Context: an optimization exercise on an open-source flow, tuned for a short achievable clock period and few clock cycles. The choices shown serve that exercise and are no tape-out recipe. In this exercise RTL edits were held to simulation tests only and were not proved equivalent to the original. Power is estimated from default activity; no workload was simulated.

==> flow/design.v <==
module cpu #(
    parameter W = 32
) (
    input wire clk, rst,
    output wire[W-1:0] pc,
    input wire[W-1:0] read_inst,
    output reg load_en,
    output reg[W-1:0] l_addr,
    input wire[W-1:0] l_data,
    output reg store_en,
    output reg[W-1:0] s_addr,
    output reg[W-1:0] s_data
);
    reg [31:0] pc_r;
    assign pc = pc_r;
    reg        vD;
    reg [31:0] ir;
    reg [31:0] pcD;
    reg        vE;
    reg [31:0] A, B, SD, ALT;
    reg        e_add, e_sub, e_inv, e_and, e_or, e_xor, e_nor, e_slt, e_sltu, e_sll, e_srl, e_sra;
    reg        e_load, e_store, e_we;
    reg [4:0]  e_dest;
    reg [2:0]  e_mode;
    reg        e_br, e_jr, e_pred;
    reg [2:0]  e_bt;             
    reg        m_we, m_load;
    reg [4:0]  m_dest;
    reg [2:0]  m_mode;
    reg [31:0] m_res;
    reg [31:0] regs [1:31];
    reg [31:0] ld_ext;
    always @(*) begin
        case (m_mode)
            3'd1: ld_ext = {{16{l_data[15]}}, l_data[15:0]};    
            3'd2: ld_ext = {16'b0, l_data[15:0]};               
            3'd3: ld_ext = {{24{l_data[7]}}, l_data[7:0]};      
            3'd4: ld_ext = {24'b0, l_data[7:0]};                
            default: ld_ext = l_data;                           
        endcase
    end
    wire [31:0] wb_val = m_load ? ld_ext : m_res;
    always @(posedge clk) begin
        if (m_we) regs[m_dest] <= wb_val;
    end
    wire [31:0] Bx = e_inv ? ~B : B;
    wire [32:0] sum = {1'b0, A} + {1'b0, Bx} + {32'b0, e_inv};
    wire        lt_s = (A[31] ^ B[31]) ? A[31] : sum[31];
    wire        lt_u = ~sum[32];
    wire [4:0]  sa = B[4:0];
    wire [31:0] sh_l = A << sa;
    wire [31:0] sh_r = $signed({e_sra & A[31], A}) >>> sa;
    wire [31:0] e_result =
          ({32{e_add | e_sub}} & sum[31:0])
        | ({32{e_and}} & (A & B))
        | ({32{e_or}}  & (A | B))
        | ({32{e_xor}} & (A ^ B))
        | ({32{e_nor}} & ~(A | B))
        | ({32{e_slt}} & {31'b0, lt_s})
        | ({32{e_sltu}} & {31'b0, lt_u})
        | ({32{e_sll}} & sh_l)
        | ({32{e_srl | e_sra}} & sh_r);
    wire a_zero = (A == 32'b0);
    wire a_eq_b = (A == B);
    reg  taken;
    always @(*) begin
        case (e_bt)
            3'd0: taken = a_eq_b;
            3'd1: taken = ~a_eq_b;
            3'd2: taken = A[31] | a_zero;
            3'd3: taken = ~A[31] & ~a_zero;
            3'd4: taken = A[31];
            default: taken = ~A[31];
        endcase
    end
    wire e_redirect = vE & (e_jr | (e_br & (taken ^ e_pred)));
    wire [31:0] e_target = ALT;
    wire [5:0] op = ir[31:26];
    wire [5:0] fn = ir[5:0];
    wire [4:0] rs = ir[25:21];
    wire [4:0] rt = ir[20:16];
    wire [4:0] rd = ir[15:11];
    wire [15:0] im = ir[15:0];
    wire rtype = (op == 6'b000000);
    wire d_shi  = rtype & (fn == 6'b000000 || fn == 6'b000010 || fn == 6'b000011);
    wire d_shv  = rtype & (fn == 6'b000100 || fn == 6'b000110 || fn == 6'b000111);
    wire d_jr   = rtype & (fn == 6'b001000);
    wire d_jalr = rtype & (fn == 6'b001001);
    wire d_rr   = rtype & fn[5];                       
    wire d_jal  = (op == 6'b000011);
    wire d_beq  = (op == 6'b000100);
    wire d_bne  = (op == 6'b000101);
    wire d_blez = (op == 6'b000110);
    wire d_bgtz = (op == 6'b000111);
    wire d_rimm = (op == 6'b000001);
    wire d_bcond = d_beq | d_bne | d_blez | d_bgtz | d_rimm;
    wire d_br   = d_bcond & (im != 16'b0);             
    wire d_imm  = (op[5:3] == 3'b001);                 
    wire d_lui  = (op == 6'b001111);
    wire d_load = (op[5:3] == 3'b100);
    wire d_store = (op[5:3] == 3'b101);
    wire use_rs = d_rr | d_shv | d_jr | d_jalr | d_bcond | (d_imm & ~d_lui) | d_load | d_store;
    wire use_rt = d_rr | d_shi | d_shv | d_beq | d_bne | d_store;
    reg [4:0] d_dest;
    always @(*) begin
        if (rtype) d_dest = (d_rr | d_shi | d_shv | d_jalr) ? rd : 5'd0;
        else if (d_jal) d_dest = 5'd31;
        else if (d_imm | d_load) d_dest = rt;
        else d_dest = 5'd0;
    end
    wire d_we = (d_dest != 5'd0);
    wire stall = vD & vE & e_load &
                 ((use_rs & (rs == e_dest)) | (use_rt & (rt == e_dest)));
    wire e_fwd_ok = vE & e_we & ~e_load;
    wire [31:0] rf_rs = (rs == 5'd0) ? 32'b0 : regs[rs];
    wire [31:0] rf_rt = (rt == 5'd0) ? 32'b0 : regs[rt];
    wire [31:0] rs_v = (e_fwd_ok & (e_dest == rs)) ? e_result :
                       (m_we & (m_dest == rs))     ? wb_val : rf_rs;
    wire [31:0] rt_v = (e_fwd_ok & (e_dest == rt)) ? e_result :
                       (m_we & (m_dest == rt))     ? wb_val : rf_rt;
    wire [31:0] sext = {{16{im[15]}}, im};
    wire [31:0] zext = {16'b0, im};
    wire [31:0] pc4D = pcD + 32'd4;
    wire [31:0] btgt = pc4D + {sext[29:0], 2'b00};
    wire d_back = im[15];
    wire d_redirect = vD & d_br & d_back & ~stall;
    wire [5:0] f_op = read_inst[31:26];
    wire f_j = (f_op == 6'b000010) | (f_op == 6'b000011);
    wire [31:0] f_jt = {4'b0000, read_inst[25:0], 2'b00};
    always @(posedge clk) begin
        if (rst) pc_r <= 32'b0;
        else if (e_redirect) pc_r <= e_target;
        else if (stall) pc_r <= pc_r;
        else if (d_redirect) pc_r <= btgt;
        else if (f_j) pc_r <= f_jt;
        else pc_r <= pc_r + 32'd4;
    end
    always @(posedge clk) begin
        if (rst | e_redirect) vD <= 1'b0;
        else if (!stall) vD <= ~d_redirect;
        if (!stall) begin
            ir <= read_inst;
            pcD <= pc_r;
        end
    end
    wire go_E = vD & ~stall & ~e_redirect;
    always @(posedge clk) begin
        if (rst) vE <= 1'b0;
        else vE <= go_E;
        if (d_jal | d_jalr) A <= pc4D;
        else if (d_lui) A <= 32'b0;
        else if (d_shi | d_shv) A <= rt_v;
        else A <= rs_v;
        if (d_jal | d_jalr) B <= 32'b0;
        else if (d_shi) B <= {27'b0, ir[10:6]};
        else if (d_shv) B <= rs_v;
        else if (d_lui) B <= {im, 16'b0};
        else if (d_imm & op[2]) B <= zext;             
        else if (d_imm | d_load | d_store) B <= sext;
        else B <= rt_v;
        case (op[1:0])
            2'b00: SD <= {{24{rt_v[7]}}, rt_v[7:0]};
            2'b01: SD <= {{16{rt_v[15]}}, rt_v[15:0]};
            default: SD <= rt_v;
        endcase
        if (d_jr | d_jalr) ALT <= rs_v;
        else if (d_back) ALT <= pc4D;
        else ALT <= btgt;
        e_add  <= (d_rr & (fn[3:1] == 3'b000)) | d_load | d_store |
                  (d_imm & (op[2:1] == 2'b00));
        e_sub  <= d_rr & (fn[3:1] == 3'b001);
        e_inv  <= (d_rr & ((fn[3:1] == 3'b001) | (fn[3:1] == 3'b101))) | (d_imm & (op[2:1] == 2'b01));
        e_and  <= (d_rr & (fn[3:0] == 4'b0100)) | (d_imm & (op[2:0] == 3'b100));
        e_or   <= (d_rr & (fn[3:0] == 4'b0101)) | (d_imm & (op[2:0] == 3'b101)) |
                  d_lui | d_jal | d_jalr;
        e_xor  <= (d_rr & (fn[3:0] == 4'b0110)) | (d_imm & (op[2:0] == 3'b110));
        e_nor  <= (d_rr & (fn[3:0] == 4'b0111));
        e_slt  <= (d_rr & (fn[3:0] == 4'b1010)) | (d_imm & (op[2:0] == 3'b010));
        e_sltu <= (d_rr & (fn[3:0] == 4'b1011)) | (d_imm & (op[2:0] == 3'b011));
        e_sll  <= (d_shi | d_shv) & (fn[1:0] == 2'b00);
        e_srl  <= (d_shi | d_shv) & (fn[1:0] == 2'b10);
        e_sra  <= (d_shi | d_shv) & (fn[1:0] == 2'b11);
        e_load  <= d_load;
        e_store <= d_store;
        e_we    <= d_we;
        e_dest  <= d_dest;
        case (op)
            6'b100001: e_mode <= 3'd1;
            6'b100101: e_mode <= 3'd2;
            6'b100000: e_mode <= 3'd3;
            6'b100100: e_mode <= 3'd4;
            default:   e_mode <= 3'd0;
        endcase
        e_br   <= d_br;
        e_jr   <= d_jr | d_jalr;
        e_pred <= d_back;
        if (d_beq) e_bt <= 3'd0;
        else if (d_bne) e_bt <= 3'd1;
        else if (d_blez) e_bt <= 3'd2;
        else if (d_bgtz) e_bt <= 3'd3;
        else if (rt[0]) e_bt <= 3'd5;
        else e_bt <= 3'd4;
    end
    always @(posedge clk) begin
        if (rst) begin
            m_we <= 1'b0;
            load_en <= 1'b0;
            store_en <= 1'b0;
        end else begin
            m_we <= vE & e_we;
            load_en <= vE & e_load;
            store_en <= vE & e_store;
        end
        m_load <= e_load;
        m_dest <= e_dest;
        m_mode <= e_mode;
        m_res <= e_result;
        l_addr <= sum[31:0];
        s_addr <= sum[31:0];
        s_data <= SD;
    end
endmodule
==> flow/run.sh <==
#!/bin/bash
# synth_recipe.tcl (not shown) runs the flow's synth.tcl, then flattens the netlist and writes it again
# the make line also repeats each setting of config.mk as NAME=value (left out here)
make -C /OpenROAD-flow-scripts/flow DESIGN_CONFIG=/design/flow/config.mk WORK_HOME=/design/flow/orfs CLKGATE_MAP_FILE= SYNTH_SCRIPT=/design/flow/synth_recipe.tcl finish
==> flow/config.mk <==
export PLATFORM = sky130hd
export DESIGN_NAME = cpu
export DESIGN_NICKNAME = cpu
export VERILOG_FILES = /design/flow/design.v
export SDC_FILE = /design/flow/constraint.sdc
export NUM_CORES = 4
export LEC_CHECK = 0
export ABC_CLOCK_PERIOD_IN_PS = 2500
export CAP_MARGIN = 20
export CORE_MARGIN = 2
export CORE_UTILIZATION = 40
export PLACE_DENSITY = 0.6
export SETUP_SLACK_MARGIN = 4.5
export SLEW_MARGIN = 20
export TNS_END_PERCENT = 100
==> flow/constraint.sdc <==
create_clock -name core_clock -period 7.5 [get_ports {clk}]
set_input_delay 1.5000 -clock core_clock [delete_from_list [all_inputs] [get_ports {clk}]]
set_output_delay 1.5000 -clock core_clock [all_outputs]
set_load 0.01 [all_outputs]
==> results of run 1 <==
Yosys cell counts, types with 33 or more instances:
cell type / number
nor3_1: 45
a211oi_1: 146
nand2_1: 299
and2_1: 35
a21oi_1: 273
inv_1: 128
o211ai_1: 98
edfxtp_1: 1056
clkbuf_1: 227
and3_1: 35
a221oi_1: 36
o21ai_0: 184
buf_1: 38
ha_1: 130
buf_4: 60
mux4_2: 596
mux2_2: 62
mux2i_1: 190
a22oi_1: 33
xor2_1: 86
nand3_1: 90
buf_2: 69
dfxtp_1: 309
nor2_1: 311
xnor2_1: 70
logic make-up (layout without fill, tap and decap cells):
logic type      Yosys count  in the layout
flops                  1365           1365
compound gates         1077           1094
simple gates            997           1004
mux                     853            853
buf+inv                 540           1364
xor+xnor                156            156
fa+ha+maj               132            132
other cells               0              6
layout make-up:
class	instances	area, um^2	share of cell area, %
Timing Repair Buffer	942	10300	11.0
Clock buffer	191	4100	4.37
Clock inverter	88	988	1.05
Tap cell	2340	2930	3.12
Timing Repair inverter	9	76.3	0.0813
Multi-Input combinational cell	3239	36800	39.2
Inverter	134	629	0.670
Sequential cell	1365	38100	40.6
Antenna cell	6	15.0	0.0160
critical path: stages (launching register included):
cell and delay [ps]:
dfxtp_4 440, xor2_1 210, ha_1 280, and2_4 150, or4_4 560, o211ai_1 390
nand3_2 170, a311o_1 390, xor2_2 260, a221o_2 490, o21ai_4 210, buf_12 160
a21oi_2 60
routing by layer:
layer	wire [um]	vias up
met3	32000	1178
met1	106000	28400
met2	141000	3788
li1	-	22000
met4	28100	6
met5	39	-
worst max path at each step:
stage	start	endpoint	slack (ps)	cells past startpoint
after floorplan	e_inv	A[27]	4030	13
after global placement	e_inv	ALT[27]	2290	11
after detailed placement	e_inv	A[27]	2380	11
after CTS	pcD[10]	pc_r[31]	3690	16
after global routing	pcD[9]	pc_r[28]	3540	19
final	e_inv	ALT[27]	3580	12
power groups by stage:
stage	clock (W)	combinational [W]	sequential [W]
after floorplan	0	0.00250	0.00911
after global placement	0	0.00406	0.00930
after detailed placement	0	0.00407	0.00929
after CTS	0.00779	0.00556	0.00907
after global routing	0.00810	0.00641	0.00909
final	0.00773	0.00624	0.00909
what timing repair did:
| action | 4_1_cts | 5_1_grt |
|---|---|---|
| setup endpoints to repair | 854 | 498 |
| buffers inserted | 409 | 148 |
| resized for setup | 1267 | 301 |
| cloned | 56 | 6 |
| endpoints found under the hold margin | 0 | 0 |
| pin swaps | 278 | 205 |
stage by stage:
step	setup slack (ps)	total power, W	utilization, %	area, um^2	hold slack, ps
floorplan	4030	0.0116	-	72200	310
global placement	2290	0.0134	43.3	76500	310
detailed placement	2380	0.0134	43.3	76500	312
CTS	3690	0.0224	51.6	91300	327
global route	3540	0.0236	53.1	93900	338
finish	3580	0.0231	53.1	93900	324
flip-flops by register name, indices dropped and copies added, names as in the netlist, 5 cells and up, named ones only:
register / cells
e_dest: 5
ALT: 32
regs: 992
s_addr: 32
ir: 32
B: 32
m_dest: 5
SD: 32
s_data: 32
A: 32
m_res: 32
pc_r: 32
pcD: 32
==> flow_metrics.tcl, run 1 <==
set metrics [dict create \
    fp.coreArea_um2 177000 \
    synthFlopType "edfxtp_1" \
    swShare_pct 30.9 \
    setup_viol 0 \
    hp-start "e_mode[0]" \
    fin_crit_sh_pct 52.2 \
    die_x_um 426 \
    drv_slew 0 \
    drtIter0Drc 7566 \
    hold_violations 0 \
    setup_tns_ps 0 \
    hold_buffers 0 \
    dieArea_um2 182000 \
    grt_pass1_vias 53800 \
    ys_types 91 \
    grt_start_max_net_pins 60 \
    r2r_end "ALT[27]" \
    use_met2_pct 52.2 \
    synth_xor_area_share_pct 1.92 \
    synth-edff-count 1056 \
    clk_pin_slew_ps 70 \
    worst_pin_slew_ps 1160 \
    synth_area_leaders "edfxtp_1 (44%), mux4_2 (19%), dfxtp_1 (8.7%), mux2i_1 (2.7%), ha_1 (2.3%)" \
    fmax_ghz 0.255 \
    dr.pass1.iters 8 \
    synth_area_um2 71300 \
    hold_class "reg -> reg" \
    rsz0062_at_grt "true" \
    syn_avg_cell_area_um2 13.9 \
    synthAdderAreaFrac_pct 2.34 \
    syn_nets 5318 \
    ir_drop_mv 0.210 \
    vias_per_cell 6.66 \
    cp-start-kind "register" \
    cp-end-kind "register" \
    clock-sinks 1365 \
    p_int_w 0.0159 \
    port_buffers 195 \
    yosys.area.top_type "edfxtp_1" \
    grt-busiest-layer "met2" \
    cts_buffers 152 \
    synth_top_family_by_area "multiplexers" \
    grt_first_pass_wirelength_um 422000 \
    htreeDepth 4 \
    synth_compound_area_share_pct 10.0 \
    r2r_cells 12 \
    period_minus_slack_ps 3920 \
    seqPwrFrac_pct 39.4 \
    root_buffer "clkbuf_16" \
    fin_skew_ps 42.5 \
    synth-seq-area-share_pct 53.1 \
    rr_startpoint "e_inv" \
    final_common_cell "edfxtp_1" \
    finalNonFillerCells 8314 \
    grt_util_met1_pct 39.4 \
    rows 154 \
    post_drt_wl_per_cell_um 36.9 \
    clkPwrFrac_pct 33.5 \
    hold_depth 0 \
    p_per_area_nw_per_um2 246 \
    netlist_instances 5120 \
    hpwl_um 180000 \
    antenna_found_initial 14 \
    required_ps 8190 \
    syn2layout_area_growth_pct 31.7 \
    layout.nets 6041 \
    final_cell_mix "edfxtp_1 (1056), mux4_2 (599), buf_4 (449)" \
    pwr-share-comb_pct 27.0 \
    switchingPower_w 0.00713 \
    yosys.area_share.simple_pct 6.50 \
    max_slew_margin_pct 21.4 \
    drtAntennaViolNets 0 \
    hold-path-endpoint "m_mode[0]" \
    grt_use_total_pct 33.1 \
    synthArstFlopShare_pct 0 \
    grtUsageMet3_pct 8.60 \
    vias 55300 \
    ys_seq_elements 1365 \
    synth_top_area_share_pct 44.5 \
    status "complete, no violations" \
    die_h_um 426 \
    cts_tree "done" \
    criticalPathCategory "reg -> reg" \
    overflow 0 \
    cts_max_path_buffers 3 \
    route.detailed.drc 0 \
    yosys_warnings 1 \
    io_pins 196 \
    nFillCells 14100 \
    place_inst 7409 \
    muxShareOfSynthArea_pct 22.7 \
    finalWirelength_um 307000 \
    gp_congestion 1.01 \
    start_util_pct 40.4 \
    path_max_fanout 7 \
    drive_above_1_share_pct 42.2 \
    maxCapViolations 0 \
    cp.arrival_ps 4610 \
    p_leak_nw 33.2 \
    r2r_slack_ps 3580 \
    clkLatencyLatePin_ps 840 \
]
Testbench counts, summed over its fixed seeds: cycles 60,175.
==> inputs of run 2 (changes only) <==
--- a/flow/design.v
+++ b/flow/design.v
@@ -12,9 +12,11 @@
     output reg[W-1:0] s_data
 );
-    reg [31:0] pc_r;
+    reg [31:0] pc_r;             
+    reg [31:0] pc_n;             
     assign pc = pc_r;
     reg        vD;
     reg [31:0] ir;
-    reg [31:0] pcD;
+    reg [31:0] pcD, pc4D;
+    reg        fhitD, fokD, fptD;    
     reg        vE;
     reg [31:0] A, B, SD, ALT;
@@ -25,4 +27,7 @@
     reg        e_br, e_jr, e_pred;
     reg [2:0]  e_bt;             
+    reg        e_sdld;           
+    reg [1:0]  e_sdm;            
+    reg [31:0] pcE, e_btgt;
     reg        m_we, m_load;
     reg [4:0]  m_dest;
@@ -30,4 +35,10 @@
     reg [31:0] m_res;
     reg [31:0] regs [1:31];
+    localparam NB = 8;
+    reg [31:0] bt_tag [0:NB-1];
+    reg [31:0] bt_tgt [0:NB-1];
+    reg [1:0]  bt_ctr [0:NB-1];
+    reg [NB-1:0] bt_v;
+    reg [2:0]  bt_ptr;
     reg [31:0] ld_ext;
     always @(*) begin
@@ -88,4 +99,5 @@
     wire d_jalr = rtype & (fn == 6'b001001);
     wire d_rr   = rtype & fn[5];                       
+    wire d_j    = (op == 6'b000010) | (op == 6'b000011);
     wire d_jal  = (op == 6'b000011);
     wire d_beq  = (op == 6'b000100);
@@ -110,29 +122,65 @@
     end
     wire d_we = (d_dest != 5'd0);
-    wire stall = vD & vE & e_load &
-                 ((use_rs & (rs == e_dest)) | (use_rt & (rt == e_dest)));
+    wire e_ld = vE & e_load & e_we;
+    wire use_rt_x = use_rt & ~d_store;      
+    wire stall = vD & e_ld &
+                 ((use_rs & (rs == e_dest)) | (use_rt_x & (rt == e_dest)));
+    wire d_sdld = e_ld & (rt == e_dest);
     wire e_fwd_ok = vE & e_we & ~e_load;
     wire [31:0] rf_rs = (rs == 5'd0) ? 32'b0 : regs[rs];
     wire [31:0] rf_rt = (rt == 5'd0) ? 32'b0 : regs[rt];
-    wire [31:0] rs_v = (e_fwd_ok & (e_dest == rs)) ? e_result :
-                       (m_we & (m_dest == rs))     ? wb_val : rf_rs;
-    wire [31:0] rt_v = (e_fwd_ok & (e_dest == rt)) ? e_result :
-                       (m_we & (m_dest == rt))     ? wb_val : rf_rt;
+    wire fE_rs = e_fwd_ok & (e_dest == rs);
+    wire fE_rt = e_fwd_ok & (e_dest == rt);
+    wire fL_rs = m_we & m_load & (m_dest == rs);
+    wire fL_rt = m_we & m_load & (m_dest == rt);
+    wire [31:0] rs_r = (m_we & ~m_load & (m_dest == rs)) ? m_res : rf_rs;
+    wire [31:0] rt_r = (m_we & ~m_load & (m_dest == rt)) ? m_res : rf_rt;
+    wire [31:0] rs_m = fL_rs ? ld_ext : rs_r;
+    wire [31:0] rt_m = fL_rt ? ld_ext : rt_r;
     wire [31:0] sext = {{16{im[15]}}, im};
     wire [31:0] zext = {16'b0, im};
-    wire [31:0] pc4D = pcD + 32'd4;
     wire [31:0] btgt = pc4D + {sext[29:0], 2'b00};
+    wire [31:0] jtD = {4'b0000, ir[25:0], 2'b00};
     wire d_back = im[15];
-    wire d_redirect = vD & d_br & d_back & ~stall;
+    wire d_hit = fhitD & fokD;
+    wire d_bogus = fptD & ~fokD;            
+    wire d_pred = d_hit ? fptD : d_back;
+    wire d_redirect = vD & ~stall & (d_bogus | (d_br & d_back & ~d_hit));
+    wire [31:0] d_target = (d_br & d_back) ? btgt : d_j ? jtD : pc4D;
     wire [5:0] f_op = read_inst[31:26];
     wire f_j = (f_op == 6'b000010) | (f_op == 6'b000011);
     wire [31:0] f_jt = {4'b0000, read_inst[25:0], 2'b00};
-    always @(posedge clk) begin
-        if (rst) pc_r <= 32'b0;
-        else if (e_redirect) pc_r <= e_target;
-        else if (stall) pc_r <= pc_r;
-        else if (d_redirect) pc_r <= btgt;
-        else if (f_j) pc_r <= f_jt;
-        else pc_r <= pc_r + 32'd4;
+    reg [NB-1:0] f_hitv;
+    reg [31:0] f_tgt;
+    reg f_pt, f_ok;
+    integer i;
+    always @(*) begin
+        f_tgt = 32'b0;
+        f_pt = 1'b0;
+        f_ok = 1'b0;
+        for (i = 0; i < NB; i = i + 1) begin
+            f_hitv[i] = bt_v[i] & (bt_tag[i][11:2] == ~pc_n[11:2]);
+            if (f_hitv[i] & bt_ctr[i][1]) begin
+                f_pt = 1'b1;
+                f_tgt = f_tgt | bt_tgt[i];
+            end
+            if (f_hitv[i] & (bt_tag[i] == ~pc_n)) f_ok = 1'b1;
+        end
+    end
+    wire f_hit = |f_hitv;
+    wire [31:0] pc_p4 = pc_r + 32'd4;
+    reg [31:0] pc_next;
+    always @(*) begin
+        if (rst) pc_next = 32'b0;
+        else if (e_redirect) pc_next = e_target;
+        else if (stall) pc_next = pc_r;
+        else if (d_redirect) pc_next = d_target;
+        else if (f_pt) pc_next = f_tgt;
+        else if (f_j) pc_next = f_jt;
+        else pc_next = pc_p4;
+    end
+    always @(posedge clk) begin
+        pc_r <= pc_next;
+        pc_n <= ~pc_next;
     end
     always @(posedge clk) begin
@@ -142,5 +190,33 @@
             ir <= read_inst;
             pcD <= pc_r;
-        end
+            pc4D <= pc_p4;
+            fhitD <= f_hit;
+            fokD <= f_ok;
+            fptD <= f_pt;
+        end
+    end
+    wire selA_pc = d_jal | d_jalr;
+    wire selA_rt = d_shi | d_shv;
+    wire selA_rs = ~selA_pc & ~d_lui & ~selA_rt;
+    wire selA_fwd = (selA_rs & fE_rs) | (selA_rt & fE_rt);
+    reg [31:0] A_early;
+    always @(*) begin
+        if (selA_pc) A_early = pc4D;
+        else if (d_lui) A_early = 32'b0;
+        else if (selA_rt) A_early = rt_m;
+        else A_early = rs_m;
+    end
+    wire selB_rs = d_shv;
+    wire selB_rt = ~selA_pc & ~d_shi & ~d_shv & ~d_imm & ~d_load & ~d_store;
+    wire selB_fwd = (selB_rs & fE_rs) | (selB_rt & fE_rt);
+    reg [31:0] B_early;
+    always @(*) begin
+        if (selA_pc) B_early = 32'b0;
+        else if (d_shi) B_early = {27'b0, ir[10:6]};
+        else if (d_shv) B_early = rs_m;
+        else if (d_lui) B_early = {im, 16'b0};
+        else if (d_imm & op[2]) B_early = zext;             
+        else if (d_imm | d_load | d_store) B_early = sext;
+        else B_early = rt_m;
     end
     wire go_E = vD & ~stall & ~e_redirect;
@@ -148,23 +224,17 @@
         if (rst) vE <= 1'b0;
         else vE <= go_E;
-        if (d_jal | d_jalr) A <= pc4D;
-        else if (d_lui) A <= 32'b0;
-        else if (d_shi | d_shv) A <= rt_v;
-        else A <= rs_v;
-        if (d_jal | d_jalr) B <= 32'b0;
-        else if (d_shi) B <= {27'b0, ir[10:6]};
-        else if (d_shv) B <= rs_v;
-        else if (d_lui) B <= {im, 16'b0};
-        else if (d_imm & op[2]) B <= zext;             
-        else if (d_imm | d_load | d_store) B <= sext;
-        else B <= rt_v;
-        case (op[1:0])
-            2'b00: SD <= {{24{rt_v[7]}}, rt_v[7:0]};
-            2'b01: SD <= {{16{rt_v[15]}}, rt_v[15:0]};
-            default: SD <= rt_v;
-        endcase
-        if (d_jr | d_jalr) ALT <= rs_v;
-        else if (d_back) ALT <= pc4D;
+        if (selA_fwd) A <= e_result;
+        else A <= A_early;
+        if (selB_fwd) B <= e_result;
+        else B <= B_early;
+        if (fE_rt) SD <= e_result;
+        else SD <= rt_m;
+        if (d_jr | d_jalr) ALT <= fE_rs ? e_result : rs_m;
+        else if (d_pred) ALT <= pc4D;
         else ALT <= btgt;
+        pcE <= pcD;
+        e_btgt <= btgt;
+        e_sdld <= d_sdld;
+        e_sdm <= op[1:0];
         e_add  <= (d_rr & (fn[3:1] == 3'b000)) | d_load | d_store |
                   (d_imm & (op[2:1] == 2'b00));
@@ -194,5 +264,5 @@
         e_br   <= d_br;
         e_jr   <= d_jr | d_jalr;
-        e_pred <= d_back;
+        e_pred <= d_pred;
         if (d_beq) e_bt <= 3'd0;
         else if (d_bne) e_bt <= 3'd1;
@@ -202,4 +272,5 @@
         else e_bt <= 3'd4;
     end
+    wire [31:0] sd_v = e_sdld ? ld_ext : SD;
     always @(posedge clk) begin
         if (rst) begin
@@ -218,5 +289,48 @@
         l_addr <= sum[31:0];
         s_addr <= sum[31:0];
-        s_data <= SD;
+        case (e_sdm)
+            2'b00: s_data <= {{24{sd_v[7]}}, sd_v[7:0]};
+            2'b01: s_data <= {{16{sd_v[15]}}, sd_v[15:0]};
+            default: s_data <= sd_v;
+        endcase
+    end
+    reg        u_v, u_taken;
+    reg [31:0] u_pc, u_tgt;
+    always @(posedge clk) begin
+        u_v <= vE & e_br & ~rst;
+        u_taken <= taken;
+        u_pc <= pcE;
+        u_tgt <= e_btgt;
+    end
+    reg [NB-1:0] u_hitv, u_phitv;
+    integer k;
+    always @(*)
+        for (k = 0; k < NB; k = k + 1) begin
+            u_phitv[k] = bt_v[k] & (bt_tag[k][11:2] == u_pc[11:2]);
+            u_hitv[k] = u_phitv[k] & (bt_tag[k] == u_pc);
+        end
+    wire [NB-1:0] u_slot = (|u_phitv) ? u_phitv : ({{(NB-1){1'b0}}, 1'b1} << bt_ptr);
+    always @(posedge clk) begin
+        if (rst) begin
+            bt_v <= {NB{1'b0}};
+            bt_ptr <= 3'd0;
+        end else if (u_v) begin
+            if (|u_hitv) begin
+                for (k = 0; k < NB; k = k + 1)
+                    if (u_hitv[k]) begin
+                        if (u_taken & (bt_ctr[k] != 2'd3)) bt_ctr[k] <= bt_ctr[k] + 2'd1;
+                        if (~u_taken & (bt_ctr[k] != 2'd0)) bt_ctr[k] <= bt_ctr[k] - 2'd1;
+                    end
+            end else if (u_taken) begin
+                for (k = 0; k < NB; k = k + 1)
+                    if (u_slot[k]) begin
+                        bt_v[k] <= 1'b1;
+                        bt_tag[k] <= u_pc;
+                        bt_tgt[k] <= u_tgt;
+                        bt_ctr[k] <= 2'd2;
+                    end
+                if (~|u_phitv) bt_ptr <= bt_ptr + 3'd1;
+            end
+        end
     end
 endmodule
==> run 2 against run 1 <==
Clock power grew 47%. Synthesized cell count rose by 41%. Critical endpoint is now ALT[17]. Critical path type unchanged. Total power up 35%. Routed wire length grew 34%.
==> flow_metrics.tcl, run 2 <==
set metrics [dict create \
    status "complete, no violations" \
    drive_above_1_share_pct 36.3 \
    p_per_area_nw_per_um2 241 \
    drtIter0Drc 11700 \
    clock-sinks 2082 \
    top_register "regs" \
    finalInstanceArea_um2 130000 \
    finalWirelength_um 412000 \
    grt_pass1_vias 71300 \
    power.total_w 0.0312 \
    synth_area_leaders "edfxtp_1 (48%), mux4_2 (13%), dfxtp_1 (9.6%), xor2_1 (3.9%), mux2i_1 (2.7%)" \
    maxCapViolations 0 \
    fin_skew_ps 103 \
    reg_top3 "regs x992, bt_tgt x254, bt_tag x242" \
    vias_per_cell 6.45 \
    syn_nets 7428 \
    criticalPathCategory "reg -> reg" \
    post_drt_wl_per_cell_um 35.4 \
    fmax_ghz 0.269 \
    hold_class "reg -> reg" \
    final_cell_mix "edfxtp_1 (1601), mux4_2 (592), buf_4 (529)" \
    layout.nets 8306 \
    cts_buffers 219 \
    vias 75100 \
    grt_use_total_pct 31.0 \
    dr.pass1.iters 6 \
    setup_tns_ps 0 \
    overflow 0 \
    ys_seq_elements 2082 \
    yosys.area.top_type "edfxtp_1" \
    drv_slew 0 \
    antenna_found_initial 22 \
    start_util_pct 40.3 \
    synthArstFlopShare_pct 0 \
    drtAntennaViolNets 0 \
    synth_common_cells "edfxtp_1 (1601), mux4_2 (592), dfxtp_1 (481)" \
    max_slew_margin_pct 21.7 \
    htreeDepth 4 \
    p_leak_nw 45.5 \
    grt_start_max_net_pins 66 \
    cts_tree "done" \
    netlist_instances 7228 \
    synth_top_area_share_pct 47.9 \
    largest_reg_flops 992 \
    rows 183 \
    hold_buffers 0 \
    fp.coreArea_um2 249000 \
    clkLatencyLatePin_ps 940 \
    path_max_fanout 4 \
    final_common_cell "edfxtp_1" \
    hold_violations 0 \
    cp-start-kind "register" \
    synth-edff-count 1601 \
    io_pins 196 \
    root_buffer "clkbuf_16" \
    die_x_um 505 \
    ys_types 94 \
    syn2layout_area_growth_pct 29.5 \
    port_buffers 195 \
    cp-end-kind "register" \
    syn_avg_cell_area_um2 13.9 \
    die_h_um 505 \
    setup_viol 0 \
    yosys_warnings 4 \
    route.detailed.drc 0 \
    synth-seq-area-share_pct 57.6 \
    synthFlopType "edfxtp_1" \
    dieArea_um2 255000 \
    required_ps 8240 \
    rsz0062_at_grt "true" \
    ir_drop_mv 0.283 \
    synth_area_um2 100000 \
    cts_max_path_buffers 3 \
    worst_pin_slew_ps 1170 \
    period_minus_slack_ps 3720 \
    gp_congestion 1.03 \
    grt_first_pass_wirelength_um 561000 \
    hpwl_um 239000 \
    clk_pin_slew_ps 70 \
    synth_most_common_cell "edfxtp_1" \
    holdWs_ps 265 \
    cp.arrival_ps 4460 \
    fin_crit_sh_pct 49.7 \
    place_area_um2 106000 \
]
-- run 2: where the power goes --
part           switching (W)  leakage (nW)  total, W  internal [W]
logic                0.00368          23.0   0.00625       0.00258
clock network        0.00494          3.68    0.0114       0.00646
registers           0.000459          18.8    0.0136        0.0131
total                0.00908          45.5    0.0312        0.0222
-- run 2: critical path: stages, from the launching register on --
cell and delay (ps):
dfxtp_4 390, xor2_1 170, ha_1 330, and3_4 170, and2_4 150, a221o_1 320, a21o_4 240, a21bo_4 250
a31o_4 250, xor2_4 180, a211oi_4 250, buf_12 160, nand2_2 40, o211ai_1 400, o21ai_1 230
-- run 2: kinds of logic (layout without fill, tap and decap cells) --
group                    count (synthesis)  count (layout)  synth area share (%)
XOR/XNOR                               658             658                  5.75
buffers and inverters                  704            1756                  3.06
adder cells (fa/ha/maj)                134             134                  1.69
AND/OR/NAND/NOR                       1386            1400                  6.59
other                                    0              11                     0
multiplexers                           905             905                  16.5
AO/OA/AOI/OAI                         1359            1363                  8.88
flip-flops                            2082            2082                  57.6
-- run 2: area by class of cell --
class                           count  area, um^2
Clock inverter                    139        1580
Tap cell                         3330        4170
Fill cell                       20200      119000
Clock buffer                      274        5980
Timing Repair Buffer             1171       14000
Inverter                          161         738
Antenna cell                       11        27.5
Timing Repair inverter             11        85.1
Sequential cell                  2082       58100
Multi-Input combinational cell   4460       45200
-- run 2: path summary, 6_finish.rpt --
kind	start	endpoint	slack, ps	depth (start not counted)
worst max-delay path	B[8]	ALT[17]	3780	14
worst min-delay path	e_btgt[30]	u_tgt[30]	260	0
worst max register to register	B[8]	ALT[17]	3780	14
worst min register to register	e_btgt[30]	u_tgt[30]	260	0
-- run 2: routing by layer --
metal / GRT usage (%) / part of all wire [%] / vias up / routed length [um]
met1: 40.5 / 36 / 38300 / 150000
li1: - / - / 30000 / -
met2: 46.9 / 45 / 5564 / 184000
met4: 17.6 / 6.8 / 6 / 28100
met5: 0 / 0.0095 / - / 39
met3: 7.97 / 12 / 1225 / 50200
-- run 2: what timing repair did --
action | in CTS | in global routing
endpoints found under the hold margin | 0 | 0
gates resized for setup | 1582 | 495
cloned | 95 | 31
pin swaps | 144 | 155
endpoints found under the setup margin | 1723 | 1565
buffers inserted | 489 | 206
-- run 2: metrics by stage --
step | utilization (%) | setup slack [ps] | cells
floorplan | - | 3960 | 7228
global placement | 42.8 | 2330 | 10400
detailed placement | 42.8 | 2300 | 10400
CTS | 50.3 | 3900 | 11400
global route | 52.1 | 3730 | 11600
finish | 52.2 | 3780 | 11600
Testbench counts of run 2, summed over its fixed seeds: cycles 53,454.
==> inputs of run 3 (changes only) <==
--- a/flow/design.v
+++ b/flow/design.v
@@ -18,8 +18,10 @@
     reg [31:0] ir;
     reg [31:0] pcD, pc4D;
+    reg [31:1] rs_oh, rt_oh;     
     reg        fhitD, fokD, fptD;    
     reg        vE;
     reg [31:0] A, B, SD, ALT;
-    reg        e_add, e_sub, e_inv, e_and, e_or, e_xor, e_nor, e_slt, e_sltu, e_sll, e_srl, e_sra;
+    reg [31:0] An;               
+    reg        e_add, e_sub, e_and, e_or, e_xor, e_nor, e_slt, e_sltu, e_sll, e_srl, e_sra;
     reg        e_load, e_store, e_we;
     reg [4:0]  e_dest;
@@ -27,4 +29,5 @@
     reg        e_br, e_jr, e_pred;
     reg [2:0]  e_bt;             
+    reg        r_eq, r_ne, r_le, r_gt, r_lt, r_ge, r_jr;
     reg        e_sdld;           
     reg [1:0]  e_sdm;            
@@ -55,16 +58,33 @@
         if (m_we) regs[m_dest] <= wb_val;
     end
-    wire [31:0] Bx = e_inv ? ~B : B;
-    wire [32:0] sum = {1'b0, A} + {1'b0, Bx} + {32'b0, e_inv};
-    wire        lt_s = (A[31] ^ B[31]) ? A[31] : sum[31];
-    wire        lt_u = ~sum[32];
+    function [32:0] ks_add;          
+        input [31:0] x, g, t;        
+        input cin;
+        reg [31:0] G, T;
+        begin
+            G = g;
+            G[0] = g[0] | (t[0] & cin);
+            T = t;
+            G = G | (T & {G[30:0], 1'b0});    T = T & {T[30:0], 1'b1};
+            G = G | (T & {G[29:0], 2'b0});    T = T & {T[29:0], 2'b11};
+            G = G | (T & {G[27:0], 4'b0});    T = T & {T[27:0], 4'hf};
+            G = G | (T & {G[23:0], 8'b0});    T = T & {T[23:0], 8'hff};
+            G = G | (T & {G[15:0], 16'b0});
+            ks_add = {G[31], x ^ {G[30:0], cin}};
+        end
+    endfunction
+    wire [32:0] add_r = ks_add(~(An ^ B), A & B, A | B, 1'b0);
+    wire [32:0] sub_r = ks_add(An ^ B, A & ~B, A | ~B, 1'b1);
+    wire [31:0] sum_a = add_r[31:0];
+    wire [31:0] sum_s = sub_r[31:0];
+    wire        lt_s = (A[31] ^ B[31]) ? A[31] : sum_s[31];
+    wire        lt_u = ~sub_r[32];
     wire [4:0]  sa = B[4:0];
     wire [31:0] sh_l = A << sa;
     wire [31:0] sh_r = $signed({e_sra & A[31], A}) >>> sa;
-    wire [31:0] e_result =
-          ({32{e_add | e_sub}} & sum[31:0])
-        | ({32{e_and}} & (A & B))
+    wire [31:0] e_rest =
+          ({32{e_and}} & (A & B))
         | ({32{e_or}}  & (A | B))
-        | ({32{e_xor}} & (A ^ B))
+        | ({32{e_xor}} & ~(An ^ B))
         | ({32{e_nor}} & ~(A | B))
         | ({32{e_slt}} & {31'b0, lt_s})
@@ -72,6 +92,7 @@
         | ({32{e_sll}} & sh_l)
         | ({32{e_srl | e_sra}} & sh_r);
+    wire [31:0] e_result = e_add ? sum_a : e_sub ? sum_s : e_rest;
     wire a_zero = (A == 32'b0);
-    wire a_eq_b = (A == B);
+    wire a_eq_b = &(An ^ B);
     reg  taken;
     always @(*) begin
@@ -85,5 +106,7 @@
         endcase
     end
-    wire e_redirect = vE & (e_jr | (e_br & (taken ^ e_pred)));
+    wire e_redirect = r_jr | (r_eq & a_eq_b) | (r_ne & ~a_eq_b) |
+                      (r_le & (A[31] | a_zero)) | (r_gt & ~A[31] & ~a_zero) |
+                      (r_lt & A[31]) | (r_ge & ~A[31]);
     wire [31:0] e_target = ALT;
     wire [5:0] op = ir[31:26];
@@ -128,6 +151,14 @@
     wire d_sdld = e_ld & (rt == e_dest);
     wire e_fwd_ok = vE & e_we & ~e_load;
-    wire [31:0] rf_rs = (rs == 5'd0) ? 32'b0 : regs[rs];
-    wire [31:0] rf_rt = (rt == 5'd0) ? 32'b0 : regs[rt];
+    reg [31:0] rf_rs, rf_rt;
+    integer j;
+    always @(*) begin
+        rf_rs = 32'b0;
+        rf_rt = 32'b0;
+        for (j = 1; j < 32; j = j + 1) begin
+            rf_rs = rf_rs | ({32{rs_oh[j]}} & regs[j]);
+            rf_rt = rf_rt | ({32{rt_oh[j]}} & regs[j]);
+        end
+    end
     wire fE_rs = e_fwd_ok & (e_dest == rs);
     wire fE_rt = e_fwd_ok & (e_dest == rt);
@@ -170,14 +201,13 @@
     wire f_hit = |f_hitv;
     wire [31:0] pc_p4 = pc_r + 32'd4;
-    reg [31:0] pc_next;
+    reg [31:0] pc_seq;
     always @(*) begin
-        if (rst) pc_next = 32'b0;
-        else if (e_redirect) pc_next = e_target;
-        else if (stall) pc_next = pc_r;
-        else if (d_redirect) pc_next = d_target;
-        else if (f_pt) pc_next = f_tgt;
-        else if (f_j) pc_next = f_jt;
-        else pc_next = pc_p4;
+        if (stall) pc_seq = pc_r;
+        else if (d_redirect) pc_seq = d_target;
+        else if (f_pt) pc_seq = f_tgt;
+        else if (f_j) pc_seq = f_jt;
+        else pc_seq = pc_p4;
     end
+    wire [31:0] pc_next = rst ? 32'b0 : e_redirect ? e_target : pc_seq;
     always @(posedge clk) begin
         pc_r <= pc_next;
@@ -189,4 +219,8 @@
         if (!stall) begin
             ir <= read_inst;
+            for (j = 1; j < 32; j = j + 1) begin
+                rs_oh[j] <= (read_inst[25:21] == j);
+                rt_oh[j] <= (read_inst[20:16] == j);
+            end
             pcD <= pc_r;
             pc4D <= pc_p4;
@@ -220,15 +254,21 @@
         else B_early = rt_m;
     end
-    wire go_E = vD & ~stall & ~e_redirect;
+    wire [31:0] A_nx = (selA_fwd & e_add) ? sum_a : (selA_fwd & e_sub) ? sum_s :
+                       selA_fwd ? e_rest : A_early;
+    wire go_E = vD & ~stall & ~e_redirect & ~rst;
     always @(posedge clk) begin
         if (rst) vE <= 1'b0;
         else vE <= go_E;
-        if (selA_fwd) A <= e_result;
-        else A <= A_early;
-        if (selB_fwd) B <= e_result;
+        A <= A_nx;
+        An <= ~A_nx;
+        if (selB_fwd & e_add) B <= sum_a;
+        else if (selB_fwd & e_sub) B <= sum_s;
+        else if (selB_fwd) B <= e_rest;
         else B <= B_early;
-        if (fE_rt) SD <= e_result;
+        if (fE_rt & e_add) SD <= sum_a;
+        else if (fE_rt & e_sub) SD <= sum_s;
+        else if (fE_rt) SD <= e_rest;
         else SD <= rt_m;
-        if (d_jr | d_jalr) ALT <= fE_rs ? e_result : rs_m;
+        if (d_jr | d_jalr) ALT <= (fE_rs & e_add) ? sum_a : (fE_rs & e_sub) ? sum_s : fE_rs ? e_rest : rs_m;
         else if (d_pred) ALT <= pc4D;
         else ALT <= btgt;
@@ -240,5 +280,4 @@
                   (d_imm & (op[2:1] == 2'b00));
         e_sub  <= d_rr & (fn[3:1] == 3'b001);
-        e_inv  <= (d_rr & ((fn[3:1] == 3'b001) | (fn[3:1] == 3'b101))) | (d_imm & (op[2:1] == 2'b01));
         e_and  <= (d_rr & (fn[3:0] == 4'b0100)) | (d_imm & (op[2:0] == 3'b100));
         e_or   <= (d_rr & (fn[3:0] == 4'b0101)) | (d_imm & (op[2:0] == 3'b101)) |
@@ -263,4 +302,11 @@
         endcase
         e_br   <= d_br;
+        r_jr <= go_E & (d_jr | d_jalr);
+        r_eq <= go_E & d_br & ((d_beq & ~d_pred) | (d_bne & d_pred));
+        r_ne <= go_E & d_br & ((d_bne & ~d_pred) | (d_beq & d_pred));
+        r_le <= go_E & d_br & ((d_blez & ~d_pred) | (d_bgtz & d_pred));
+        r_gt <= go_E & d_br & ((d_bgtz & ~d_pred) | (d_blez & d_pred));
+        r_lt <= go_E & d_br & d_rimm & ((~rt[0] & ~d_pred) | (rt[0] & d_pred));
+        r_ge <= go_E & d_br & d_rimm & ((rt[0] & ~d_pred) | (~rt[0] & d_pred));
         e_jr   <= d_jr | d_jalr;
         e_pred <= d_pred;
@@ -287,6 +333,6 @@
         m_mode <= e_mode;
         m_res <= e_result;
-        l_addr <= sum[31:0];
-        s_addr <= sum[31:0];
+        l_addr <= sum_a;
+        s_addr <= sum_a;
         case (e_sdm)
             2'b00: s_data <= {{24{sd_v[7]}}, sd_v[7:0]};
@@ -311,4 +357,5 @@
         end
     wire [NB-1:0] u_slot = (|u_phitv) ? u_phitv : ({{(NB-1){1'b0}}, 1'b1} << bt_ptr);
+    wire u_hit = |u_hitv;
     always @(posedge clk) begin
         if (rst) begin
@@ -316,20 +363,18 @@
             bt_ptr <= 3'd0;
         end else if (u_v) begin
-            if (|u_hitv) begin
-                for (k = 0; k < NB; k = k + 1)
-                    if (u_hitv[k]) begin
-                        if (u_taken & (bt_ctr[k] != 2'd3)) bt_ctr[k] <= bt_ctr[k] + 2'd1;
-                        if (~u_taken & (bt_ctr[k] != 2'd0)) bt_ctr[k] <= bt_ctr[k] - 2'd1;
-                    end
-            end else if (u_taken) begin
-                for (k = 0; k < NB; k = k + 1)
-                    if (u_slot[k]) begin
+            for (k = 0; k < NB; k = k + 1)
+                if (u_slot[k]) begin
+                    if (u_taken) begin
                         bt_v[k] <= 1'b1;
                         bt_tag[k] <= u_pc;
                         bt_tgt[k] <= u_tgt;
-                        bt_ctr[k] <= 2'd2;
                     end
-                if (~|u_phitv) bt_ptr <= bt_ptr + 3'd1;
-            end
+                    if (u_hit) begin
+                        if (u_taken & (bt_ctr[k] != 2'd3)) bt_ctr[k] <= bt_ctr[k] + 2'd1;
+                        if (~u_taken & (bt_ctr[k] != 2'd0)) bt_ctr[k] <= bt_ctr[k] - 2'd1;
+                    end else if (u_taken)
+                        bt_ctr[k] <= 2'd2;
+                end
+            if (u_taken & ~|u_phitv) bt_ptr <= bt_ptr + 3'd1;
         end
     end
==> run 3 against run 2 <==
Still clean. Final area decreased by 1.1%. Fmax rose by 3.7%. Non-clock buffer count rose by 58. Clock power rose by 4%. Core utilization increased by 0.060 points. Count of clock-buffer cells in the layout grew 20. Die area fell by 1.3%. Critical endpoint is now pc_n[22].
==> flow_metrics.tcl, run 3 <==
set metrics [dict create \
    status "complete, no violations" \
    path_common_cell "a41o_1" \
    rsz0062_at_grt "true" \
    syn_avg_cell_area_um2 12.4 \
    criticalPathCategory "reg -> reg" \
    clk_pin_slew_ps 60 \
    finalInstanceArea_um2 128000 \
    nFillCells 20400 \
    die_x_um 501 \
    max_slew_margin_pct 8.82 \
    io_pins 196 \
    hold_class "reg -> reg" \
    drv_slew 0 \
    fp.coreArea_um2 246000 \
    maxCapViolations 0 \
    grt_start_max_net_pins 70 \
    ys_seq_elements 2170 \
    drive_above_1_share_pct 30.0 \
    port_buffers 195 \
    fmax_ghz 0.278 \
    final_common_cell "edfxtp_1" \
    final.setup.worst_slack_ps 3910 \
    setup_tns_ps 0 \
    post-route-util_pct 52.2 \
    die_h_um 501 \
    fin_crit_sh_pct 47.9 \
    finalWirelength_um 494000 \
    cp.arrival_ps 4400 \
    dr.pass1.iters 15 \
    synthFlopType "edfxtp_1" \
    grt_use_total_pct 37.0 \
    antenna_found_initial 31 \
    required_ps 8310 \
    cts_buffers 226 \
    hpwl_um 283000 \
    synth_area_um2 98900 \
    place_area_um2 106000 \
    synth_area_leaders "edfxtp_1 (50%), dfxtp_1 (10%), xor2_1 (4.2%), a221oi_1 (4.0%), a22o_1 (3.7%)" \
    dieArea_um2 251000 \
    synthArstFlopShare_pct 0 \
    overflow 0 \
    clock-sinks 2170 \
    syn_nets 8101 \
    hold_violations 0 \
    rows 182 \
    final_cell_mix "edfxtp_1 (1663), buf_4 (679), xor2_1 (443)" \
    largest_reg_flops 992 \
    cp_cell_sequence "ha_2, fa_2, a21o_1, a21oi_2, o21bai_1, a31o_2, a41o_1, a41o_1, buf_6, o41ai_4, xnor2_2, o21ai_1, o2111a_1, or3_1" \
    syn2layout_area_growth_pct 29.8 \
    gp_congestion 1.02 \
    start_util_pct 40.2 \
    pre_cts_slack_ps 2520 \
    cts_max_path_buffers 3 \
    drtIter0Drc 17400 \
    cts_tree "done" \
    critPathSlowestCell "edfxtp_1" \
    synth-edff-count 1663 \
    netlist_instances 7994 \
    root_buffer "clkbuf_16" \
    setup_viol 0 \
    critPathMaxStageDelay_ps 440 \
    cp-start-kind "register" \
    grt_pass1_vias 80300 \
    layout.nets 8949 \
    vias 87700 \
    top_register "regs" \
    ir_drop_mv 0.255 \
    synth-seq-area-share_pct 60.7 \
    p_leak_nw 45.2 \
    cp-end-kind "register" \
    worst_pin_slew_ps 1360 \
    path_max_fanout 3 \
    route.detailed.drc 0 \
    hold_depth 0 \
    vias_per_cell 7.13 \
    r2r_cells 14 \
    synth_common_cells "edfxtp_1 (1663), dfxtp_1 (507), clkbuf_1 (482)" \
    yosys_warnings 4 \
    synth_top_area_share_pct 50.5 \
    fin_skew_ps 118 \
    p_per_area_nw_per_um2 256 \
    post_drt_wl_per_cell_um 40.1 \
    drtAntennaViolNets 0 \
    reg_top3 "regs x992, bt_tag x256, bt_tgt x240" \
    ys_types 93 \
    period_minus_slack_ps 3590 \
    power.total_w 0.0328 \
    yosys.area.top_type "edfxtp_1" \
    clkLatencyLatePin_ps 950 \
    htreeDepth 4 \
    grt_first_pass_wirelength_um 652000 \
    synth_most_common_cell "edfxtp_1" \
]
-- run 3: changes by cell type after synthesis, sizes merged, moves of 92 or more --
cell	previous run	this run
mux4	592	57
a22o	38	416
a221oi	86	456
clkbuf	297	482
a22oi	97	247
nand4	128	259
mux2i	267	154
ha	132	40
-- run 3: path summary, 6_finish.rpt --
kind	end	startpoint	slack (ps)
max	pc_n[22]	pc4D[2]	3910
min	u_pc[28]	pcE[28]	310
max reg2reg	pc_n[22]	pc4D[2]	3910
min reg2reg	u_pc[28]	pcE[28]	310
-- run 3: routing by layer --
| metal | part of all wire [%] | vias to the layer above | track usage [%] |
|---|---|---|---|
| met5 | 0.23 | - | 1.47 |
| met4 | 10 | 39 | 28.8 |
| met3 | 15 | 2910 | 14.5 |
| met2 | 41 | 9053 | 53.5 |
| met1 | 33 | 42500 | 43.9 |
| li1 | - | 33200 | - |
-- run 3: cell type report --
cell class              count  area, um^2  area share (%)
diodes                     34        85.1          0.0663
clock inverters           137        1620            1.26
clock buffers             294        6210            4.84
multi-input cells        5055       42700            33.2
repair inverters            7        52.6          0.0409
well taps                3220        4030            3.14
flip-flops and latches   2170       60500            47.1
repair buffers           1229       12500            9.76
inverters                 153         666           0.518
-- run 3: critical path: cells and delay by family (launching register included) --
family	cells	cell delay, ps
buffers and inverters	1	150
adders and majority gates	2	560
and+or+nand+nor	1	300
DFF	1	440
AOI/OAI and AO/OA	9	1840
xor gates and xnor gates	1	210
-- run 3: cell families after synthesis --
logic type	synth area share (%)
DFF	60.7
and+or+nand+nor	8.89
xor gates and xnor gates	6.06
buffers and inverters	3.23
muxes	3.24
adders and majority gates	0.907
AOI/OAI and AO/OA	16.9
-- run 3: power by group --
group	total (W)	internal [W]	switching, W
logic	0.00676	0.00266	0.00410
registers	0.0143	0.0137	0.000597
clock network	0.0118	0.00661	0.00516
total	0.0328	0.0230	0.00985
-- run 3: what timing repair did --
item                                    4_1_cts  5_1_grt
setup buffers                               413      260
resized for setup                          1562      768
pin swaps                                   240      311
endpoints found under the setup margin     1654      896
hold buffers                                  0        0
gates cloned                                 51       21
-- run 3: metrics by stage --
| stage | hold WS [ps] | instances |
|---|---|---|
| finish | 311 | 12300 |
| global route | 322 | 12300 |
| CTS | 311 | 12000 |
| detailed placement | 312 | 11100 |
| global placement | 311 | 11100 |
| floorplan | 310 | 7994 |
Testbench counts of run 3, summed over its fixed seeds: cycles 53,454.
==> inputs of run 4 (changes only) <==
--- a/flow/design.v
+++ b/flow/design.v
@@ -18,4 +18,5 @@
     reg [31:0] ir;
     reg [31:0] pcD, pc4D;
+    reg [31:0] pc4Dn;            
     reg [31:1] rs_oh, rt_oh;     
     reg        fhitD, fokD, fptD;    
@@ -42,4 +43,7 @@
     reg [31:0] bt_tgt [0:NB-1];
     reg [1:0]  bt_ctr [0:NB-1];
+    reg [4:0]  bt_cur [0:NB-1];
+    reg [4:0]  bt_trip [0:NB-1];
+    reg [NB-1:0] bt_tv, bt_ex;
     reg [NB-1:0] bt_v;
     reg [2:0]  bt_ptr;
@@ -171,5 +175,7 @@
     wire [31:0] sext = {{16{im[15]}}, im};
     wire [31:0] zext = {16'b0, im};
-    wire [31:0] btgt = pc4D + {sext[29:0], 2'b00};
+    wire [31:0] boff = {sext[29:0], 2'b00};
+    wire [32:0] btgt_r = ks_add(~(pc4Dn ^ boff), pc4D & boff, pc4D | boff, 1'b0);
+    wire [31:0] btgt = btgt_r[31:0];
     wire [31:0] jtD = {4'b0000, ir[25:0], 2'b00};
     wire d_back = im[15];
@@ -192,5 +198,5 @@
         for (i = 0; i < NB; i = i + 1) begin
             f_hitv[i] = bt_v[i] & (bt_tag[i][11:2] == ~pc_n[11:2]);
-            if (f_hitv[i] & bt_ctr[i][1]) begin
+            if (f_hitv[i] & bt_ctr[i][1] & ~bt_ex[i]) begin
                 f_pt = 1'b1;
                 f_tgt = f_tgt | bt_tgt[i];
@@ -225,4 +231,5 @@
             pcD <= pc_r;
             pc4D <= pc_p4;
+            pc4Dn <= ~pc_p4;
             fhitD <= f_hit;
             fokD <= f_ok;
@@ -302,4 +309,5 @@
         endcase
         e_br   <= d_br;
+        e_back <= d_back;
         r_jr <= go_E & (d_jr | d_jalr);
         r_eq <= go_E & d_br & ((d_beq & ~d_pred) | (d_bne & d_pred));
@@ -341,9 +349,10 @@
         endcase
     end
-    reg        u_v, u_taken;
+    reg        u_v, u_taken, u_back, e_back;
     reg [31:0] u_pc, u_tgt;
     always @(posedge clk) begin
         u_v <= vE & e_br & ~rst;
         u_taken <= taken;
+        u_back <= e_back;
         u_pc <= pcE;
         u_tgt <= e_btgt;
@@ -373,6 +382,22 @@
                         if (u_taken & (bt_ctr[k] != 2'd3)) bt_ctr[k] <= bt_ctr[k] + 2'd1;
                         if (~u_taken & (bt_ctr[k] != 2'd0)) bt_ctr[k] <= bt_ctr[k] - 2'd1;
-                    end else if (u_taken)
+                        if (u_taken) begin
+                            if (bt_cur[k] != 5'd31) bt_cur[k] <= bt_cur[k] + 5'd1;
+                            bt_ex[k] <= bt_tv[k] & (bt_cur[k] != 5'd31) &
+                                        (bt_cur[k] + 5'd1 == bt_trip[k]);
+                        end else begin
+                            bt_cur[k] <= 5'd0;
+                            if (u_back) begin
+                                bt_trip[k] <= bt_cur[k];
+                                bt_tv[k] <= (bt_cur[k] != 5'd31);
+                            end
+                            bt_ex[k] <= u_back & (bt_cur[k] == 5'd0);
+                        end
+                    end else if (u_taken) begin
                         bt_ctr[k] <= 2'd2;
+                        bt_cur[k] <= 5'd1;
+                        bt_tv[k] <= 1'b0;
+                        bt_ex[k] <= 1'b0;
+                    end
                 end
             if (u_taken & ~|u_phitv) bt_ptr <= bt_ptr + 3'd1;
==> run 4 against run 3 <==
Still clean. Sequential share of layout area increased by 0.78 points. Via count is 5.0% higher. Worst setup slack worse by 16 ps. Register-to-register slack worse by 20 ps. Largest cell class unchanged.
==> flow_metrics.tcl, run 4 <==
set metrics [dict create \
    status "complete, no violations" \
    fin_crit_sh_pct 48.1 \
    drive_above_1_share_pct 29.0 \
    rows 188 \
    maxCapViolations 0 \
    ys_types 105 \
    hold-path-endpoint "m_mode[1]" \
    nFillCells 21800 \
    cts_max_path_buffers 3 \
    hold_depth 0 \
    hp-start "e_mode[1]" \
    die_x_um 517 \
    cts_tree "done" \
    die_h_um 517 \
    r2r_end "ALT[8]" \
    fmax_ghz 0.277 \
    drtAntennaViolNets 0 \
    synthArstFlopShare_pct 0 \
    hold_buffers 0 \
    drv_slew 0 \
    required_ps 8190 \
    setup_viol 0 \
    route.detailed.drc 0 \
    synth_most_common_cell "edfxtp_1" \
    ir_drop_mv 0.288 \
    syn2layout_area_growth_pct 28.9 \
    netlist_instances 8465 \
    dieArea_um2 267000 \
    grt_first_pass_wirelength_um 700000 \
    synth-edff-count 1806 \
    p_leak_nw 46.8 \
    io_pins 196 \
    gp_congestion 1.02 \
    vias 92100 \
    clkLatencyLatePin_ps 990 \
    rsz0062_at_grt "true" \
    top_register "regs" \
    reg_top3 "regs x992, bt_tag x256, bt_tgt x256" \
    setup_tns_ps 0 \
    synth-seq-area-share_pct 61.4 \
    clock-sinks 2319 \
    regArea_um2 64900 \
    clk_pin_slew_ps 80 \
    rr_startpoint "B[0]" \
    path_max_fanout 5 \
    multi_input_area_um2 44300 \
    largest_reg_flops 992 \
    cts_buffers 237 \
    fp.coreArea_um2 262000 \
    r2r_slack_ps 3890 \
    p_per_area_nw_per_um2 259 \
    dr.pass1.iters 17 \
    fin_skew_ps 150 \
    final_common_cell "edfxtp_1" \
    grt_pass1_vias 85300 \
    max_slew_margin_pct 14.4 \
    cp_cell_sequence "buf_6, buf_6, buf_12, mux2_2, a21oi_1, a21oi_1, o21ai_1, o21ai_2, a221o_1, o221ai_2, buf_4, nor2_1, a211oi_4, a31oi_1" \
    post-route-util_pct 51.7 \
    period_minus_slack_ps 3610 \
    yosys_warnings 6 \
    layout.nets 9379 \
    start_util_pct 40.1 \
    grt_start_max_net_pins 70 \
    post_drt_wl_per_cell_um 40.6 \
    final_cell_mix "edfxtp_1 (1806), buf_4 (639), xor2_1 (424)" \
    critPathMaxStageDelay_ps 660 \
    yosys.area.top_type "edfxtp_1" \
    critPathSlowestCell "a211oi_4" \
    synth_area_um2 105000 \
    drtIter0Drc 20300 \
    port_buffers 195 \
    cp-start-kind "register" \
    overflow 0 \
    r2r_cells 14 \
    ys_seq_elements 2319 \
    hold_class "reg -> reg" \
    criticalPathCategory "reg -> reg" \
    worst_pin_slew_ps 1280 \
    synth_common_cells "edfxtp_1 (1806), nor2_1 (526), dfxtp_1 (513)" \
    synth_top_area_share_pct 51.6 \
    htreeDepth 4 \
    hold_violations 0 \
    cp-end-kind "register" \
    hpwl_um 305000 \
    vias_per_cell 7.07 \
    cp.arrival_ps 4300 \
    synthFlopType "edfxtp_1" \
    antenna_found_initial 50 \
    root_buffer "clkbuf_16" \
    grt_use_total_pct 37.7 \
    synth_area_leaders "edfxtp_1 (52%), dfxtp_1 (9.8%), xor2_1 (3.8%), a221oi_1 (3.5%), a22o_1 (3.2%)" \
    finalWirelength_um 529000 \
    syn_nets 8566 \
    syn_avg_cell_area_um2 12.4 \
]
## run 4: logic make-up (layout without fill, tap and decap cells)
| group | Yosys count | after routing | synth area share (%) |
|---|---|---|---|
| DFF | 2319 | 2319 | 61.4 |
| and+or+nand+nor | 1987 | 1999 | 9.37 |
| other | 0 | 23 | 0 |
| adders and majority gates | 65 | 65 | 0.704 |
| muxes | 202 | 202 | 2.68 |
| xor gates and xnor gates | 767 | 767 | 6.39 |
| buffers and inverters | 846 | 1836 | 3.26 |
| AOI/OAI and AO/OA | 2279 | 2304 | 16.2 |
## run 4: layer usage
metal	vias to the layer above	global-route usage, %	routed length, um
met1	44800	46.5	178000
met3	2732	17.7	92600
met4	44	27.1	50400
met5	-	0.198	442
li1	34800	-	-
met2	9760	51.4	207000
## run 4: worst max path at each step
stage / start / endpoint / cells after the start
floorplan: rst / bt_tag[0][0] / 5
global placement: l_data[7] / An[22] / 9
detailed placement: l_data[7] / An[30] / 9
CTS: B[0] / ALT[21] / 12
global route: B[0] / ALT[21] / 12
finish: B[0] / ALT[8] / 14
## run 4: layout make-up
cell class / instances / share of cell area [%]
Inverter: 177 / 0.520
Clock inverter: 170 / 1.56
Antenna cell: 23 / 0.0425
Sequential cell: 2319 / 47.9
Clock buffer: 283 / 4.76
Timing Repair Buffer: 1200 / 9.17
Tap cell: 3515 / 3.25
Timing Repair inverter: 6 / 0.0573
Multi-Input combinational cell: 5337 / 32.7
## run 4: repair_timing
action,CTS,global route
endpoints found under the setup margin,1957,1089
buffers inserted,484,135
pin swaps,289,205
gates cloned,63,29
resized for setup,1832,505
## run 4: power breakdown
group          internal (W)  switching [W]  leakage, nW  total, W
sequential           0.0147       0.000618         21.0    0.0153
clock               0.00731        0.00558         4.11    0.0129
combinational       0.00262        0.00431         21.8   0.00693
total                0.0246         0.0105         46.8    0.0351
## run 4: critical path, delay by kind of cell, from the launching register on
family,cells,cell delay (ps)
compound gates,8,2070
buf+inv,4,520
flops,1,420
simple gates,1,60
mux,1,330
## run 4: metrics by stage
step / setup WS, ps / power (W) / cell area, um^2 / cells / hold slack, ps
CTS: 4020 / 0.0342 / 131000 / 12800 / 304
global placement: 2540 / 0.0202 / 112000 / 11800 / 310
floorplan: 4060 / 0.0180 / 106000 / 8465 / 310
detailed placement: 2500 / 0.0202 / 113000 / 11800 / 312
global route: 3930 / 0.0357 / 135000 / 13000 / 299
finish: 3890 / 0.0351 / 135000 / 13000 / 297
Testbench counts of run 4, summed over its fixed seeds: cycles 52,872.

[what the ideal ports hide]
How much do the figures lean on ideal ports? The routed layouts below were timed once more, with nothing changed but the port constraints. Step 1 assumes that a clkbuf_16 drives the clock port and a buf_2 every other input. Step 2 also shifts input and output timing later by t, the mid clock arrival at the registers, as if the neighbouring blocks saw the same clock. Slacks: ideal / step 1 / step 2; pairs: ideal / step 1.
run	t (ns)	setup WS [ns]	pins driven straight from the clock port
run 1	0.903	3.584 / 3.584 / 3.062	1
run 2	0.996	3.776 / 3.776 / 3.042	1
run 3	1.004	3.908 / 3.908 / 3.316	1
run 4	1.024	3.891 / 3.891 / 3.141	1
After both steps every run listed still meets setup and hold. For run 4, which loses most, drivers alone change the setup slack by 0.000 ns; drivers and shift together by -0.750 ns.
